Context: an optimization exercise on an open-source flow, tuned for small area. The choices shown serve that exercise and are no tape-out recipe.
Function was checked by simulation only, so behaviour that the tests miss may differ from the original.
No activity file was given, so power comes from the tool's default toggle rates.

## flow/design.v

```verilog
module ram_inv(input a, output y);
    assign y = ~a;
endmodule
module ram_nand2(input a, b, output y);
    assign y = ~(a & b);
endmodule
module ram_nor2(input a, b, output y);
    assign y = ~(a | b);
endmodule
module ram_nand3(input a, b, c, output y);
    assign y = ~(a & b & c);
endmodule
module ram_nand4(input a, b, c, d, output y);
    assign y = ~(a & b & c & d);
endmodule
module ram_aoi222(input a0, b0, a1, b1, a2, b2, output y);
    assign y = ~((a0 & b0) | (a1 & b1) | (a2 & b2));
endmodule
module ram_wbit(input wa, wb, h, da, db, q, output d);
    assign d = (wb & db) | (wa & da) | (h & q);
endmodule
module ram_predec(input [3:0] a, output [15:0] yn);
    wire [3:0] an;
    genvar i;
    generate
        for (i = 0; i < 4; i = i + 1) begin : g_inv
            ram_inv u (.a(a[i]), .y(an[i]));
        end
        for (i = 0; i < 16; i = i + 1) begin : g
            ram_nand4 u (.a(i & 1 ? a[0] : an[0]), .b(i & 2 ? a[1] : an[1]),
                         .c(i & 4 ? a[2] : an[2]), .d(i & 8 ? a[3] : an[3]),
                         .y(yn[i]));
        end
    endgenerate
endmodule
module ram_rmux(input [255:0] sel, input [255:0] q, output yn);
    wire t0;
    ram_aoi222 u_t0 (.a0(sel[0]), .b0(q[0]), .a1(sel[1]), .b1(q[1]), .a2(sel[2]), .b2(q[2]), .y(t0));
    wire t1;
    ram_aoi222 u_t1 (.a0(sel[3]), .b0(q[3]), .a1(sel[4]), .b1(q[4]), .a2(sel[5]), .b2(q[5]), .y(t1));
    wire t2;
    ram_aoi222 u_t2 (.a0(sel[6]), .b0(q[6]), .a1(sel[7]), .b1(q[7]), .a2(sel[8]), .b2(q[8]), .y(t2));
    wire t3;
    ram_aoi222 u_t3 (.a0(sel[9]), .b0(q[9]), .a1(sel[10]), .b1(q[10]), .a2(sel[11]), .b2(q[11]), .y(t3));
    wire t4;
    ram_aoi222 u_t4 (.a0(sel[12]), .b0(q[12]), .a1(sel[13]), .b1(q[13]), .a2(sel[14]), .b2(q[14]), .y(t4));
    wire t5;
    ram_aoi222 u_t5 (.a0(sel[15]), .b0(q[15]), .a1(sel[16]), .b1(q[16]), .a2(sel[17]), .b2(q[17]), .y(t5));
    wire t6;
    ram_aoi222 u_t6 (.a0(sel[18]), .b0(q[18]), .a1(sel[19]), .b1(q[19]), .a2(sel[20]), .b2(q[20]), .y(t6));
    wire t7;
    ram_aoi222 u_t7 (.a0(sel[21]), .b0(q[21]), .a1(sel[22]), .b1(q[22]), .a2(sel[23]), .b2(q[23]), .y(t7));
    wire t8;
    ram_aoi222 u_t8 (.a0(sel[24]), .b0(q[24]), .a1(sel[25]), .b1(q[25]), .a2(sel[26]), .b2(q[26]), .y(t8));
    wire t9;
    ram_aoi222 u_t9 (.a0(sel[27]), .b0(q[27]), .a1(sel[28]), .b1(q[28]), .a2(sel[29]), .b2(q[29]), .y(t9));
    wire t10;
    ram_aoi222 u_t10 (.a0(sel[30]), .b0(q[30]), .a1(sel[31]), .b1(q[31]), .a2(sel[32]), .b2(q[32]), .y(t10));
    wire t11;
    ram_aoi222 u_t11 (.a0(sel[33]), .b0(q[33]), .a1(sel[34]), .b1(q[34]), .a2(sel[35]), .b2(q[35]), .y(t11));
    wire t12;
    ram_aoi222 u_t12 (.a0(sel[36]), .b0(q[36]), .a1(sel[37]), .b1(q[37]), .a2(sel[38]), .b2(q[38]), .y(t12));
    wire t13;
    ram_aoi222 u_t13 (.a0(sel[39]), .b0(q[39]), .a1(sel[40]), .b1(q[40]), .a2(sel[41]), .b2(q[41]), .y(t13));
    wire t14;
    ram_aoi222 u_t14 (.a0(sel[42]), .b0(q[42]), .a1(sel[43]), .b1(q[43]), .a2(sel[44]), .b2(q[44]), .y(t14));
    wire t15;
    ram_aoi222 u_t15 (.a0(sel[45]), .b0(q[45]), .a1(sel[46]), .b1(q[46]), .a2(sel[47]), .b2(q[47]), .y(t15));
    wire t16;
    ram_aoi222 u_t16 (.a0(sel[48]), .b0(q[48]), .a1(sel[49]), .b1(q[49]), .a2(sel[50]), .b2(q[50]), .y(t16));
    wire t17;
    ram_aoi222 u_t17 (.a0(sel[51]), .b0(q[51]), .a1(sel[52]), .b1(q[52]), .a2(sel[53]), .b2(q[53]), .y(t17));
    wire t18;
    ram_aoi222 u_t18 (.a0(sel[54]), .b0(q[54]), .a1(sel[55]), .b1(q[55]), .a2(sel[56]), .b2(q[56]), .y(t18));
    wire t19;
    ram_aoi222 u_t19 (.a0(sel[57]), .b0(q[57]), .a1(sel[58]), .b1(q[58]), .a2(sel[59]), .b2(q[59]), .y(t19));
    wire t20;
    ram_aoi222 u_t20 (.a0(sel[60]), .b0(q[60]), .a1(sel[61]), .b1(q[61]), .a2(sel[62]), .b2(q[62]), .y(t20));
    wire t21;
    ram_aoi222 u_t21 (.a0(sel[63]), .b0(q[63]), .a1(sel[64]), .b1(q[64]), .a2(sel[65]), .b2(q[65]), .y(t21));
    wire t22;
    ram_aoi222 u_t22 (.a0(sel[66]), .b0(q[66]), .a1(sel[67]), .b1(q[67]), .a2(sel[68]), .b2(q[68]), .y(t22));
    wire t23;
    ram_aoi222 u_t23 (.a0(sel[69]), .b0(q[69]), .a1(sel[70]), .b1(q[70]), .a2(sel[71]), .b2(q[71]), .y(t23));
    wire t24;
    ram_aoi222 u_t24 (.a0(sel[72]), .b0(q[72]), .a1(sel[73]), .b1(q[73]), .a2(sel[74]), .b2(q[74]), .y(t24));
    wire t25;
    ram_aoi222 u_t25 (.a0(sel[75]), .b0(q[75]), .a1(sel[76]), .b1(q[76]), .a2(sel[77]), .b2(q[77]), .y(t25));
    wire t26;
    ram_aoi222 u_t26 (.a0(sel[78]), .b0(q[78]), .a1(sel[79]), .b1(q[79]), .a2(sel[80]), .b2(q[80]), .y(t26));
    wire t27;
    ram_aoi222 u_t27 (.a0(sel[81]), .b0(q[81]), .a1(sel[82]), .b1(q[82]), .a2(sel[83]), .b2(q[83]), .y(t27));
    wire t28;
    ram_aoi222 u_t28 (.a0(sel[84]), .b0(q[84]), .a1(sel[85]), .b1(q[85]), .a2(sel[86]), .b2(q[86]), .y(t28));
    wire t29;
    ram_aoi222 u_t29 (.a0(sel[87]), .b0(q[87]), .a1(sel[88]), .b1(q[88]), .a2(sel[89]), .b2(q[89]), .y(t29));
    wire t30;
    ram_aoi222 u_t30 (.a0(sel[90]), .b0(q[90]), .a1(sel[91]), .b1(q[91]), .a2(sel[92]), .b2(q[92]), .y(t30));
    wire t31;
    ram_aoi222 u_t31 (.a0(sel[93]), .b0(q[93]), .a1(sel[94]), .b1(q[94]), .a2(sel[95]), .b2(q[95]), .y(t31));
    wire t32;
    ram_aoi222 u_t32 (.a0(sel[96]), .b0(q[96]), .a1(sel[97]), .b1(q[97]), .a2(sel[98]), .b2(q[98]), .y(t32));
    wire t33;
    ram_aoi222 u_t33 (.a0(sel[99]), .b0(q[99]), .a1(sel[100]), .b1(q[100]), .a2(sel[101]), .b2(q[101]), .y(t33));
    wire t34;
    ram_aoi222 u_t34 (.a0(sel[102]), .b0(q[102]), .a1(sel[103]), .b1(q[103]), .a2(sel[104]), .b2(q[104]), .y(t34));
    wire t35;
    ram_aoi222 u_t35 (.a0(sel[105]), .b0(q[105]), .a1(sel[106]), .b1(q[106]), .a2(sel[107]), .b2(q[107]), .y(t35));
    wire t36;
    ram_aoi222 u_t36 (.a0(sel[108]), .b0(q[108]), .a1(sel[109]), .b1(q[109]), .a2(sel[110]), .b2(q[110]), .y(t36));
    wire t37;
    ram_aoi222 u_t37 (.a0(sel[111]), .b0(q[111]), .a1(sel[112]), .b1(q[112]), .a2(sel[113]), .b2(q[113]), .y(t37));
    wire t38;
    ram_aoi222 u_t38 (.a0(sel[114]), .b0(q[114]), .a1(sel[115]), .b1(q[115]), .a2(sel[116]), .b2(q[116]), .y(t38));
    wire t39;
    ram_aoi222 u_t39 (.a0(sel[117]), .b0(q[117]), .a1(sel[118]), .b1(q[118]), .a2(sel[119]), .b2(q[119]), .y(t39));
    wire t40;
    ram_aoi222 u_t40 (.a0(sel[120]), .b0(q[120]), .a1(sel[121]), .b1(q[121]), .a2(sel[122]), .b2(q[122]), .y(t40));
    wire t41;
    ram_aoi222 u_t41 (.a0(sel[123]), .b0(q[123]), .a1(sel[124]), .b1(q[124]), .a2(sel[125]), .b2(q[125]), .y(t41));
    wire t42;
    ram_aoi222 u_t42 (.a0(sel[126]), .b0(q[126]), .a1(sel[127]), .b1(q[127]), .a2(sel[128]), .b2(q[128]), .y(t42));
    wire t43;
    ram_aoi222 u_t43 (.a0(sel[129]), .b0(q[129]), .a1(sel[130]), .b1(q[130]), .a2(sel[131]), .b2(q[131]), .y(t43));
    wire t44;
    ram_aoi222 u_t44 (.a0(sel[132]), .b0(q[132]), .a1(sel[133]), .b1(q[133]), .a2(sel[134]), .b2(q[134]), .y(t44));
    wire t45;
    ram_aoi222 u_t45 (.a0(sel[135]), .b0(q[135]), .a1(sel[136]), .b1(q[136]), .a2(sel[137]), .b2(q[137]), .y(t45));
    wire t46;
    ram_aoi222 u_t46 (.a0(sel[138]), .b0(q[138]), .a1(sel[139]), .b1(q[139]), .a2(sel[140]), .b2(q[140]), .y(t46));
    wire t47;
    ram_aoi222 u_t47 (.a0(sel[141]), .b0(q[141]), .a1(sel[142]), .b1(q[142]), .a2(sel[143]), .b2(q[143]), .y(t47));
    wire t48;
    ram_aoi222 u_t48 (.a0(sel[144]), .b0(q[144]), .a1(sel[145]), .b1(q[145]), .a2(sel[146]), .b2(q[146]), .y(t48));
    wire t49;
    ram_aoi222 u_t49 (.a0(sel[147]), .b0(q[147]), .a1(sel[148]), .b1(q[148]), .a2(sel[149]), .b2(q[149]), .y(t49));
    wire t50;
    ram_aoi222 u_t50 (.a0(sel[150]), .b0(q[150]), .a1(sel[151]), .b1(q[151]), .a2(sel[152]), .b2(q[152]), .y(t50));
    wire t51;
    ram_aoi222 u_t51 (.a0(sel[153]), .b0(q[153]), .a1(sel[154]), .b1(q[154]), .a2(sel[155]), .b2(q[155]), .y(t51));
    wire t52;
    ram_aoi222 u_t52 (.a0(sel[156]), .b0(q[156]), .a1(sel[157]), .b1(q[157]), .a2(sel[158]), .b2(q[158]), .y(t52));
    wire t53;
    ram_aoi222 u_t53 (.a0(sel[159]), .b0(q[159]), .a1(sel[160]), .b1(q[160]), .a2(sel[161]), .b2(q[161]), .y(t53));
    wire t54;
    ram_aoi222 u_t54 (.a0(sel[162]), .b0(q[162]), .a1(sel[163]), .b1(q[163]), .a2(sel[164]), .b2(q[164]), .y(t54));
    wire t55;
    ram_aoi222 u_t55 (.a0(sel[165]), .b0(q[165]), .a1(sel[166]), .b1(q[166]), .a2(sel[167]), .b2(q[167]), .y(t55));
    wire t56;
    ram_aoi222 u_t56 (.a0(sel[168]), .b0(q[168]), .a1(sel[169]), .b1(q[169]), .a2(sel[170]), .b2(q[170]), .y(t56));
    wire t57;
    ram_aoi222 u_t57 (.a0(sel[171]), .b0(q[171]), .a1(sel[172]), .b1(q[172]), .a2(sel[173]), .b2(q[173]), .y(t57));
    wire t58;
    ram_aoi222 u_t58 (.a0(sel[174]), .b0(q[174]), .a1(sel[175]), .b1(q[175]), .a2(sel[176]), .b2(q[176]), .y(t58));
    wire t59;
    ram_aoi222 u_t59 (.a0(sel[177]), .b0(q[177]), .a1(sel[178]), .b1(q[178]), .a2(sel[179]), .b2(q[179]), .y(t59));
    wire t60;
    ram_aoi222 u_t60 (.a0(sel[180]), .b0(q[180]), .a1(sel[181]), .b1(q[181]), .a2(sel[182]), .b2(q[182]), .y(t60));
    wire t61;
    ram_aoi222 u_t61 (.a0(sel[183]), .b0(q[183]), .a1(sel[184]), .b1(q[184]), .a2(sel[185]), .b2(q[185]), .y(t61));
    wire t62;
    ram_aoi222 u_t62 (.a0(sel[186]), .b0(q[186]), .a1(sel[187]), .b1(q[187]), .a2(sel[188]), .b2(q[188]), .y(t62));
    wire t63;
    ram_aoi222 u_t63 (.a0(sel[189]), .b0(q[189]), .a1(sel[190]), .b1(q[190]), .a2(sel[191]), .b2(q[191]), .y(t63));
    wire t64;
    ram_aoi222 u_t64 (.a0(sel[192]), .b0(q[192]), .a1(sel[193]), .b1(q[193]), .a2(sel[194]), .b2(q[194]), .y(t64));
    wire t65;
    ram_aoi222 u_t65 (.a0(sel[195]), .b0(q[195]), .a1(sel[196]), .b1(q[196]), .a2(sel[197]), .b2(q[197]), .y(t65));
    wire t66;
    ram_aoi222 u_t66 (.a0(sel[198]), .b0(q[198]), .a1(sel[199]), .b1(q[199]), .a2(sel[200]), .b2(q[200]), .y(t66));
    wire t67;
    ram_aoi222 u_t67 (.a0(sel[201]), .b0(q[201]), .a1(sel[202]), .b1(q[202]), .a2(sel[203]), .b2(q[203]), .y(t67));
    wire t68;
    ram_aoi222 u_t68 (.a0(sel[204]), .b0(q[204]), .a1(sel[205]), .b1(q[205]), .a2(sel[206]), .b2(q[206]), .y(t68));
    wire t69;
    ram_aoi222 u_t69 (.a0(sel[207]), .b0(q[207]), .a1(sel[208]), .b1(q[208]), .a2(sel[209]), .b2(q[209]), .y(t69));
    wire t70;
    ram_aoi222 u_t70 (.a0(sel[210]), .b0(q[210]), .a1(sel[211]), .b1(q[211]), .a2(sel[212]), .b2(q[212]), .y(t70));
    wire t71;
    ram_aoi222 u_t71 (.a0(sel[213]), .b0(q[213]), .a1(sel[214]), .b1(q[214]), .a2(sel[215]), .b2(q[215]), .y(t71));
    wire t72;
    ram_aoi222 u_t72 (.a0(sel[216]), .b0(q[216]), .a1(sel[217]), .b1(q[217]), .a2(sel[218]), .b2(q[218]), .y(t72));
    wire t73;
    ram_aoi222 u_t73 (.a0(sel[219]), .b0(q[219]), .a1(sel[220]), .b1(q[220]), .a2(sel[221]), .b2(q[221]), .y(t73));
    wire t74;
    ram_aoi222 u_t74 (.a0(sel[222]), .b0(q[222]), .a1(sel[223]), .b1(q[223]), .a2(sel[224]), .b2(q[224]), .y(t74));
    wire t75;
    ram_aoi222 u_t75 (.a0(sel[225]), .b0(q[225]), .a1(sel[226]), .b1(q[226]), .a2(sel[227]), .b2(q[227]), .y(t75));
    wire t76;
    ram_aoi222 u_t76 (.a0(sel[228]), .b0(q[228]), .a1(sel[229]), .b1(q[229]), .a2(sel[230]), .b2(q[230]), .y(t76));
    wire t77;
    ram_aoi222 u_t77 (.a0(sel[231]), .b0(q[231]), .a1(sel[232]), .b1(q[232]), .a2(sel[233]), .b2(q[233]), .y(t77));
    wire t78;
    ram_aoi222 u_t78 (.a0(sel[234]), .b0(q[234]), .a1(sel[235]), .b1(q[235]), .a2(sel[236]), .b2(q[236]), .y(t78));
    wire t79;
    ram_aoi222 u_t79 (.a0(sel[237]), .b0(q[237]), .a1(sel[238]), .b1(q[238]), .a2(sel[239]), .b2(q[239]), .y(t79));
    wire t80;
    ram_aoi222 u_t80 (.a0(sel[240]), .b0(q[240]), .a1(sel[241]), .b1(q[241]), .a2(sel[242]), .b2(q[242]), .y(t80));
    wire t81;
    ram_aoi222 u_t81 (.a0(sel[243]), .b0(q[243]), .a1(sel[244]), .b1(q[244]), .a2(sel[245]), .b2(q[245]), .y(t81));
    wire t82;
    ram_aoi222 u_t82 (.a0(sel[246]), .b0(q[246]), .a1(sel[247]), .b1(q[247]), .a2(sel[248]), .b2(q[248]), .y(t82));
    wire t83;
    ram_aoi222 u_t83 (.a0(sel[249]), .b0(q[249]), .a1(sel[250]), .b1(q[250]), .a2(sel[251]), .b2(q[251]), .y(t83));
    wire t84;
    ram_aoi222 u_t84 (.a0(sel[252]), .b0(q[252]), .a1(sel[253]), .b1(q[253]), .a2(sel[254]), .b2(q[254]), .y(t84));
    wire t85;
    ram_nand2 u_t85 (.a(sel[255]), .b(q[255]), .y(t85));
    wire r0_0;
    ram_nand4 u_r0_0 (.a(t0), .b(t1), .c(t2), .d(t3), .y(r0_0));
    wire r0_1;
    ram_nand4 u_r0_1 (.a(t4), .b(t5), .c(t6), .d(t7), .y(r0_1));
    wire r0_2;
    ram_nand4 u_r0_2 (.a(t8), .b(t9), .c(t10), .d(t11), .y(r0_2));
    wire r0_3;
    ram_nand4 u_r0_3 (.a(t12), .b(t13), .c(t14), .d(t15), .y(r0_3));
    wire r0_4;
    ram_nand4 u_r0_4 (.a(t16), .b(t17), .c(t18), .d(t19), .y(r0_4));
    wire r0_5;
    ram_nand4 u_r0_5 (.a(t20), .b(t21), .c(t22), .d(t23), .y(r0_5));
    wire r0_6;
    ram_nand4 u_r0_6 (.a(t24), .b(t25), .c(t26), .d(t27), .y(r0_6));
    wire r0_7;
    ram_nand4 u_r0_7 (.a(t28), .b(t29), .c(t30), .d(t31), .y(r0_7));
    wire r0_8;
    ram_nand4 u_r0_8 (.a(t32), .b(t33), .c(t34), .d(t35), .y(r0_8));
    wire r0_9;
    ram_nand4 u_r0_9 (.a(t36), .b(t37), .c(t38), .d(t39), .y(r0_9));
    wire r0_10;
    ram_nand4 u_r0_10 (.a(t40), .b(t41), .c(t42), .d(t43), .y(r0_10));
    wire r0_11;
    ram_nand4 u_r0_11 (.a(t44), .b(t45), .c(t46), .d(t47), .y(r0_11));
    wire r0_12;
    ram_nand4 u_r0_12 (.a(t48), .b(t49), .c(t50), .d(t51), .y(r0_12));
    wire r0_13;
    ram_nand4 u_r0_13 (.a(t52), .b(t53), .c(t54), .d(t55), .y(r0_13));
    wire r0_14;
    ram_nand4 u_r0_14 (.a(t56), .b(t57), .c(t58), .d(t59), .y(r0_14));
    wire r0_15;
    ram_nand4 u_r0_15 (.a(t60), .b(t61), .c(t62), .d(t63), .y(r0_15));
    wire r0_16;
    ram_nand4 u_r0_16 (.a(t64), .b(t65), .c(t66), .d(t67), .y(r0_16));
    wire r0_17;
    ram_nand4 u_r0_17 (.a(t68), .b(t69), .c(t70), .d(t71), .y(r0_17));
    wire r0_18;
    ram_nand4 u_r0_18 (.a(t72), .b(t73), .c(t74), .d(t75), .y(r0_18));
    wire r0_19;
    ram_nand4 u_r0_19 (.a(t76), .b(t77), .c(t78), .d(t79), .y(r0_19));
    wire r0_20;
    ram_nand4 u_r0_20 (.a(t80), .b(t81), .c(t82), .d(t83), .y(r0_20));
    wire r0_21;
    ram_nand2 u_r0_21 (.a(t84), .b(t85), .y(r0_21));
    wire r1_22;
    ram_nor2 u_r1_22 (.a(r0_0), .b(r0_1), .y(r1_22));
    wire r1_23;
    ram_nor2 u_r1_23 (.a(r0_2), .b(r0_3), .y(r1_23));
    wire r1_24;
    ram_nor2 u_r1_24 (.a(r0_4), .b(r0_5), .y(r1_24));
    wire r1_25;
    ram_nor2 u_r1_25 (.a(r0_6), .b(r0_7), .y(r1_25));
    wire r1_26;
    ram_nor2 u_r1_26 (.a(r0_8), .b(r0_9), .y(r1_26));
    wire r1_27;
    ram_nor2 u_r1_27 (.a(r0_10), .b(r0_11), .y(r1_27));
    wire r1_28;
    ram_nor2 u_r1_28 (.a(r0_12), .b(r0_13), .y(r1_28));
    wire r1_29;
    ram_nor2 u_r1_29 (.a(r0_14), .b(r0_15), .y(r1_29));
    wire r1_30;
    ram_nor2 u_r1_30 (.a(r0_16), .b(r0_17), .y(r1_30));
    wire r1_31;
    ram_nor2 u_r1_31 (.a(r0_18), .b(r0_19), .y(r1_31));
    wire r1_32;
    ram_nor2 u_r1_32 (.a(r0_20), .b(r0_21), .y(r1_32));
    wire r2_33;
    ram_nand4 u_r2_33 (.a(r1_22), .b(r1_23), .c(r1_24), .d(r1_25), .y(r2_33));
    wire r2_34;
    ram_nand4 u_r2_34 (.a(r1_26), .b(r1_27), .c(r1_28), .d(r1_29), .y(r2_34));
    wire r2_35;
    ram_nand3 u_r2_35 (.a(r1_30), .b(r1_31), .c(r1_32), .y(r2_35));
    wire r3_36;
    ram_nor2 u_r3_36 (.a(r2_33), .b(r2_34), .y(r3_36));
    wire r3_37;
    ram_inv u_r3_37 (.a(r2_35), .y(r3_37));
    wire r4_38;
    ram_nand2 u_r4_38 (.a(r3_36), .b(r3_37), .y(r4_38));
    ram_inv u_out (.a(r4_38), .y(yn));
endmodule
module RAM_assign(
    input [7:0] add_a,add_b,
    input [7:0] din_a,din_b,
    input clk,we_a,we_b,rst,
    output reg [7:0] dout_a,dout_b
);
    reg  [2047:0] mem;
    wire [2047:0] nxt;
    wire wea = we_a & ~(we_b & (add_a == add_b));
    wire [15:0] al_n, ah_n, bl_n, bh_n;
    ram_predec u_pal (.a(add_a[3:0]), .yn(al_n));
    ram_predec u_pah (.a(add_a[7:4]), .yn(ah_n));
    ram_predec u_pbl (.a(add_b[3:0]), .yn(bl_n));
    ram_predec u_pbh (.a(add_b[7:4]), .yn(bh_n));
    wire [15:0] ahw_n, bhw_n;
    wire        ahr_n, bhr_n, rst_n;
    genvar w, b, i;
    generate
        for (i = 0; i < 16; i = i + 1) begin : g_row
            wire ah, bh;
            ram_inv   u_ia (.a(ah_n[i]), .y(ah));
            ram_inv   u_ib (.a(bh_n[i]), .y(bh));
            ram_nand2 u_ga (.a(ah), .b(wea),  .y(ahw_n[i]));
            ram_nand2 u_gb (.a(bh), .b(we_b), .y(bhw_n[i]));
        end
    endgenerate
    ram_nand3 u_ra (.a(g_row[0].ah), .b(wea),  .c(rst), .y(ahr_n));
    ram_nand3 u_rb (.a(g_row[0].bh), .b(we_b), .c(rst), .y(bhr_n));
    ram_inv   u_rn (.a(rst), .y(rst_n));
    wire [255:0] sel_a, sel_b;    
    wire [255:0] wr_a, wr_b;      
    wire [255:0] hold;
    wire [7:0]   rd_an, rd_bn;
    generate
        for (w = 0; w < 256; w = w + 1) begin : g_word
            ram_nor2 u_sa (.a(ah_n[w/16]), .b(al_n[w%16]), .y(sel_a[w]));
            ram_nor2 u_sb (.a(bh_n[w/16]), .b(bl_n[w%16]), .y(sel_b[w]));
            if (w >= 8) begin : g_plain
                ram_nor2 u_wa (.a(ahw_n[w/16]), .b(al_n[w%16]), .y(wr_a[w]));
                ram_nor2 u_wb (.a(bhw_n[w/16]), .b(bl_n[w%16]), .y(wr_b[w]));
                ram_nor2 u_h  (.a(wr_a[w]), .b(wr_b[w]), .y(hold[w]));
            end else begin : g_rst
                wire hh, hhn;
                ram_nor2 u_wa (.a(ahr_n), .b(al_n[w]), .y(wr_a[w]));
                ram_nor2 u_wb (.a(bhr_n), .b(bl_n[w]), .y(wr_b[w]));
                ram_nor2 u_hh (.a(wr_a[w]), .b(wr_b[w]), .y(hh));
                ram_inv  u_hi (.a(hh), .y(hhn));
                ram_nor2 u_h  (.a(hhn), .b(rst_n), .y(hold[w]));
            end
            for (b = 0; b < 8; b = b + 1) begin : g_bit
                ram_wbit u_b (.wa(wr_a[w]), .wb(wr_b[w]), .h(hold[w]),
                              .da(din_a[b]), .db(din_b[b]),
                              .q(mem[8*w + b]), .d(nxt[8*w + b]));
            end
        end
        for (b = 0; b < 8; b = b + 1) begin : g_col
            wire [255:0] col;
            for (w = 0; w < 256; w = w + 1) begin : g_w
                assign col[w] = mem[8*w + b];
            end
            ram_rmux u_ra (.sel(sel_a), .q(col), .yn(rd_an[b]));
            ram_rmux u_rb (.sel(sel_b), .q(col), .yn(rd_bn[b]));
        end
    endgenerate
    always @(posedge clk)
        mem <= nxt;
    always @(posedge clk) begin
        if (!we_a) dout_a <= ~rd_an;
        if (!we_b) dout_b <= ~rd_bn;
    end
endmodule
```

## flow/config.mk

```make
export PLATFORM = sky130hd
export DESIGN_NAME = RAM_assign
export DESIGN_NICKNAME = RAM_assign
export VERILOG_FILES = /design/flow/design.v
export SDC_FILE = /design/flow/constraint.sdc
export NUM_CORES = 4
export LEC_CHECK = 0
export CAP_MARGIN = 20
export CELL_PAD_IN_SITES_DETAIL_PLACEMENT = 2
export CELL_PAD_IN_SITES_GLOBAL_PLACEMENT = 2
export CORE_MARGIN = 2
export CORE_UTILIZATION = 35
export CTS_BUF_LIST = sky130_fd_sc_hd__clkbuf_8
export CTS_CLUSTER_DIAMETER = 50
export CTS_CLUSTER_SIZE = 20
export PLACE_DENSITY = 0.5
export SLEW_MARGIN = 20
export SYNTH_HIERARCHICAL = 1
export SYNTH_MINIMUM_KEEP_SIZE = 0
```

## flow/constraint.sdc

```tcl
create_clock -name core_clock -period 8.0 [get_ports {clk}]
set_input_delay 1.6000 -clock core_clock [delete_from_list [all_inputs] [get_ports {clk}]]
set_output_delay 1.6000 -clock core_clock [all_outputs]
set_load 0.01 [all_outputs]
```

## flow/run.sh

```bash
#!/bin/bash
# synth_recipe.tcl (not shown) runs the flow's synth.tcl, then flattens the netlist and writes it again
# the make line also repeats each setting of config.mk as NAME=value (left out here)
make -C /OpenROAD-flow-scripts/flow DESIGN_CONFIG=/design/flow/config.mk WORK_HOME=/design/flow/orfs CLKGATE_MAP_FILE= SYNTH_SCRIPT=/design/flow/synth_recipe.tcl finish
```

==> flow_metrics.tcl <==
set metrics [dict create \
    status "no timing/DRC/antenna violations" \
    ir_drop_v 0.0001933 \
    rsz0062_at_grt "no" \
    setup_tns_ps 0 \
    p_clk_share_pct 39.8 \
    p_sw_w 0.007766 \
    drt_pass1_iterations 12 \
    ys_ff_latch 2064 \
    ctsResizeCount 0 \
    routed_via_density 7.761 \
    die_x_um 517.9 \
    syn_to_final_growth_pct 14.63 \
    use_met1_pct 52.39 \
    row_count 188 \
    clkTransAtPathRegs_ps 80 \
    antenna_left 0 \
    vias 108200 \
    relSlewSlack_pct 21.26 \
    dpl.cell_count 13400 \
    setup_viol 0 \
    place.gp.congestion 0.9948 \
    worstPathRequired_ps 8950 \
    gr-total-overflow 0 \
    grt_usage_pct 40.50 \
    place_ws_ps 1508 \
    min_period_ps 5714 \
    pin_count 52 \
    finalHoldViolCount 0 \
    intPower_w 0.01674 \
    skew_ps 68.63 \
    grt.met3_usage_pct 7.128 \
    synth_most_common_cell "a222oi_1" \
    cts_root_buffer "clkbuf_8" \
    worstPathArrival_ps 6660 \
    die_h_um 517.9 \
    drv_slew 0 \
    cts_made_buffers 288 \
    grt_max_degree 102 \
    post-route-period-util_pct 71.42 \
    avgSynthCellArea_um2 9.579 \
    synth-main-ff-cell "dfxtp_1" \
    synthTopCellsByArea "dfxtp_1 44%, a222oi_1 37%, inv_1 8.8%, nor2_1 6.0%, nand4_1 2.9%" \
    core_area_um2 262500 \
    swShare_pct 31.68 \
    worstMarginPinSlew_ps 1178 \
    power.leakage_nw 49.52 \
    wl_per_cell_um 41.46 \
    drtIter0Drc 28530 \
    io_buffers 51 \
    htree_levels 5 \
    yosysWarnings 7 \
    final_cells 13940 \
    cts_setup_buffers 0 \
    grtUsageMet2_pct 62.33 \
    ctsHoldBuffers 0 \
    drive_gt1_share_pct 6.745 \
    cts.sinks 2064 \
    critPathCaptureType "flip-flop" \
    cellPowerDensity_nw_per_um2 231.3 \
    timing.final.ws_setup_ps 2286 \
    hp-class "reg -> reg" \
    async_flop_share_pct 0 \
    syn_nets 9684 \
    clk_latency_ps 1100 \
    synth-edff-count 16 \
    start_util_pct 35.21 \
    cts_tree "done" \
    top_usage_layer "met2" \
    start_kind "primary input" \
    dieArea_um2 268200 \
    synth_cell_types 13 \
    drc 0 \
    netlist.top_cell.by_area "dfxtp_1" \
    cap_violations 0 \
    yosys-top-cells-count "3408 x a222oi_1, 2155 x inv_1, 2048 x dfxtp_1" \
    dp_hpwl_um 372000 \
    critPathMaxFanout 16 \
    netlist_instances 9648 \
    synth_seq_area_share_pct 44.88 \
    cts.path.max_buffers 4 \
    p_comb_share_pct 9.7 \
    yosysTopAreaCellShare_pct 44.36 \
    power_frac_seq_pct 50.5 \
    antenna_found_initial 23 \
    grt_pass1_wl_um 805800 \
    synthesis.area_um2 92420 \
    grt_pass1_vias 106400 \
    drt_wl_total_um 577700 \
    layout.nets 10210 \
    fmax_mhz 175.0 \
    path_class "in -> reg" \
]
[stage by stage]
step / instance area [um^2] / total power [W] / hold WS, ps / util (%)
floorplan: 92420 / 0.01315 / 468.4 / -
global placement: 99320 / 0.01466 / 484.6 / 37.84
detailed placement: 99360 / 0.01483 / 499.5 / 37.85
CTS: 105900 / 0.02452 / 516.1 / 40.35
global route: 105900 / 0.02528 / 541.0 / 40.35
finish: 105900 / 0.02451 / 520.3 / 40.36
[Yosys stat by module, one instance, submodules excluded, a selection]
module	copies in the design	area [um^2]	cells inside
RAM_assign	1	41640	2093
ram_aoi222	1360	10.01	1
ram_inv	89	3.754	1
ram_nand2	80	3.754	1
ram_nand3	18	5.005	1
ram_nand4	432	6.256	1
ram_nor2	1480	3.754	1
ram_wbit	2048	13.76	2
[cell usage in the layout, fill, tap and decap left out]
cell and instances:
a222oi_1 3408, a41oi_4 1, buf_12 42, buf_2 1
buf_4 141, buf_6 3, buf_8 16, bufinv_16 24
clkbuf_8 311, clkdlybuf4s50_1 34, clkinv_2 18, clkinv_4 34
clkinv_8 11, clkinvlp_4 28, dfxtp_1 2048, diode_2 12
edfxtp_1 16, inv_1 2180, inv_4 1, inv_6 48
inv_8 23, nand2_1 80, nand3_1 18, nand4_1 432
nor2_1 1480, nor3_1 1, nor4_1 1, xnor2_1 1
xor2_1 7
[logic make-up (layout without fill, tap and decap cells)]
| family | after synthesis | count (layout) | share of synthesized area (%) |
|---|---|---|---|
| other | 0 | 12 | 0 |
| AO/OA/AOI/OAI | 3409 | 3409 | 36.92 |
| buffers and inverters | 2155 | 2915 | 8.752 |
| AND/OR/NAND/NOR | 2012 | 2012 | 9.370 |
| XOR/XNOR | 8 | 8 | 0.07582 |
| flip-flops | 2064 | 2064 | 44.88 |
[final timing paths]
path / startpoint / end / slack, ps / cells after the start
worst min register to register: mem[1957] / mem[1957] / 520 / 2
worst min-delay path: mem[1957] / mem[1957] / 520 / 2
worst max-delay path: add_a[7] / mem[436] / 2290 / 10
worst max register to register: mem[534] / dout_b[6] / 4880 / 8
[area by class of cell]
| class | count | area [um^2] |
|---|---|---|
| antenna | 12 | 30.03 |
| clock buffer | 311 | 4280 |
| clock inverter | 212 | 2277 |
| fill | 28450 | 156600 |
| inverter | 2155 | 8089 |
| multi-input combinational | 5429 | 42870 |
| sequential | 2064 | 41480 |
| tap | 3515 | 4398 |
| timing repair buffer | 237 | 2519 |
[power groups by stage]
stage / clock network, W / registers, W / logic (W)
after detailed placement: 0 / 0.0125 / 0.00230
final: 0.00976 / 0.0124 / 0.00237
after CTS: 0.00990 / 0.0123 / 0.00231
after global placement: 0 / 0.0125 / 0.00218
after global routing: 0.0103 / 0.0124 / 0.00250
after floorplan: 0 / 0.0120 / 0.00115
[state kept, by name (all words and copies together), names as in the netlist]
name    flops
dout_a      8
dout_b      8
mem      2048
[critical path, cell delays in order]
cell and delay [ps]:
clkdlybuf4s50_1 720, inv_1 360, nand4_1 870, buf_4 540, inv_1 80, nand2_1 680, nor2_1 890, nor2_1 340
a222oi_1 480, inv_1 80
[per-layer routing]
metal	wire length, um	vias up	share of wire (%)
met4	39260	18	6.8
met1	224200	56150	39
li1	-	43050	-
met5	115	-	0.020
met2	254500	7283	44
met3	59640	1658	10

-- what the ideal ports hide --
How much do the figures lean on ideal ports? The routed layout below was timed once more, with nothing changed but the port constraints.
Step 1: set_driving_cell puts a clkbuf_16 on clk and a buf_2 on each other input, an assumption about the parent block.
Step 2 moves the port delays by t, midway between the first and last clock arrival at a register: inputs arrive t later, outputs are due t later. That takes back most of the time a late clock gives input paths.
a / b / c = ideal ports / drivers / drivers and shift; a / b = the first two.
shift t [ns]: 1.160
setup slack, ns: 2.286 / 2.359 / 1.199
hold WS [ns]: 0.520 / 0.520 / 0.520
clock arrival spread, ns: 0.076 / 0.076
cell pins on the clock port's net: 1
After both steps this run still meets setup and hold. For this run, drivers alone change the setup slack by +0.073 ns; drivers and shift together by -1.087 ns.
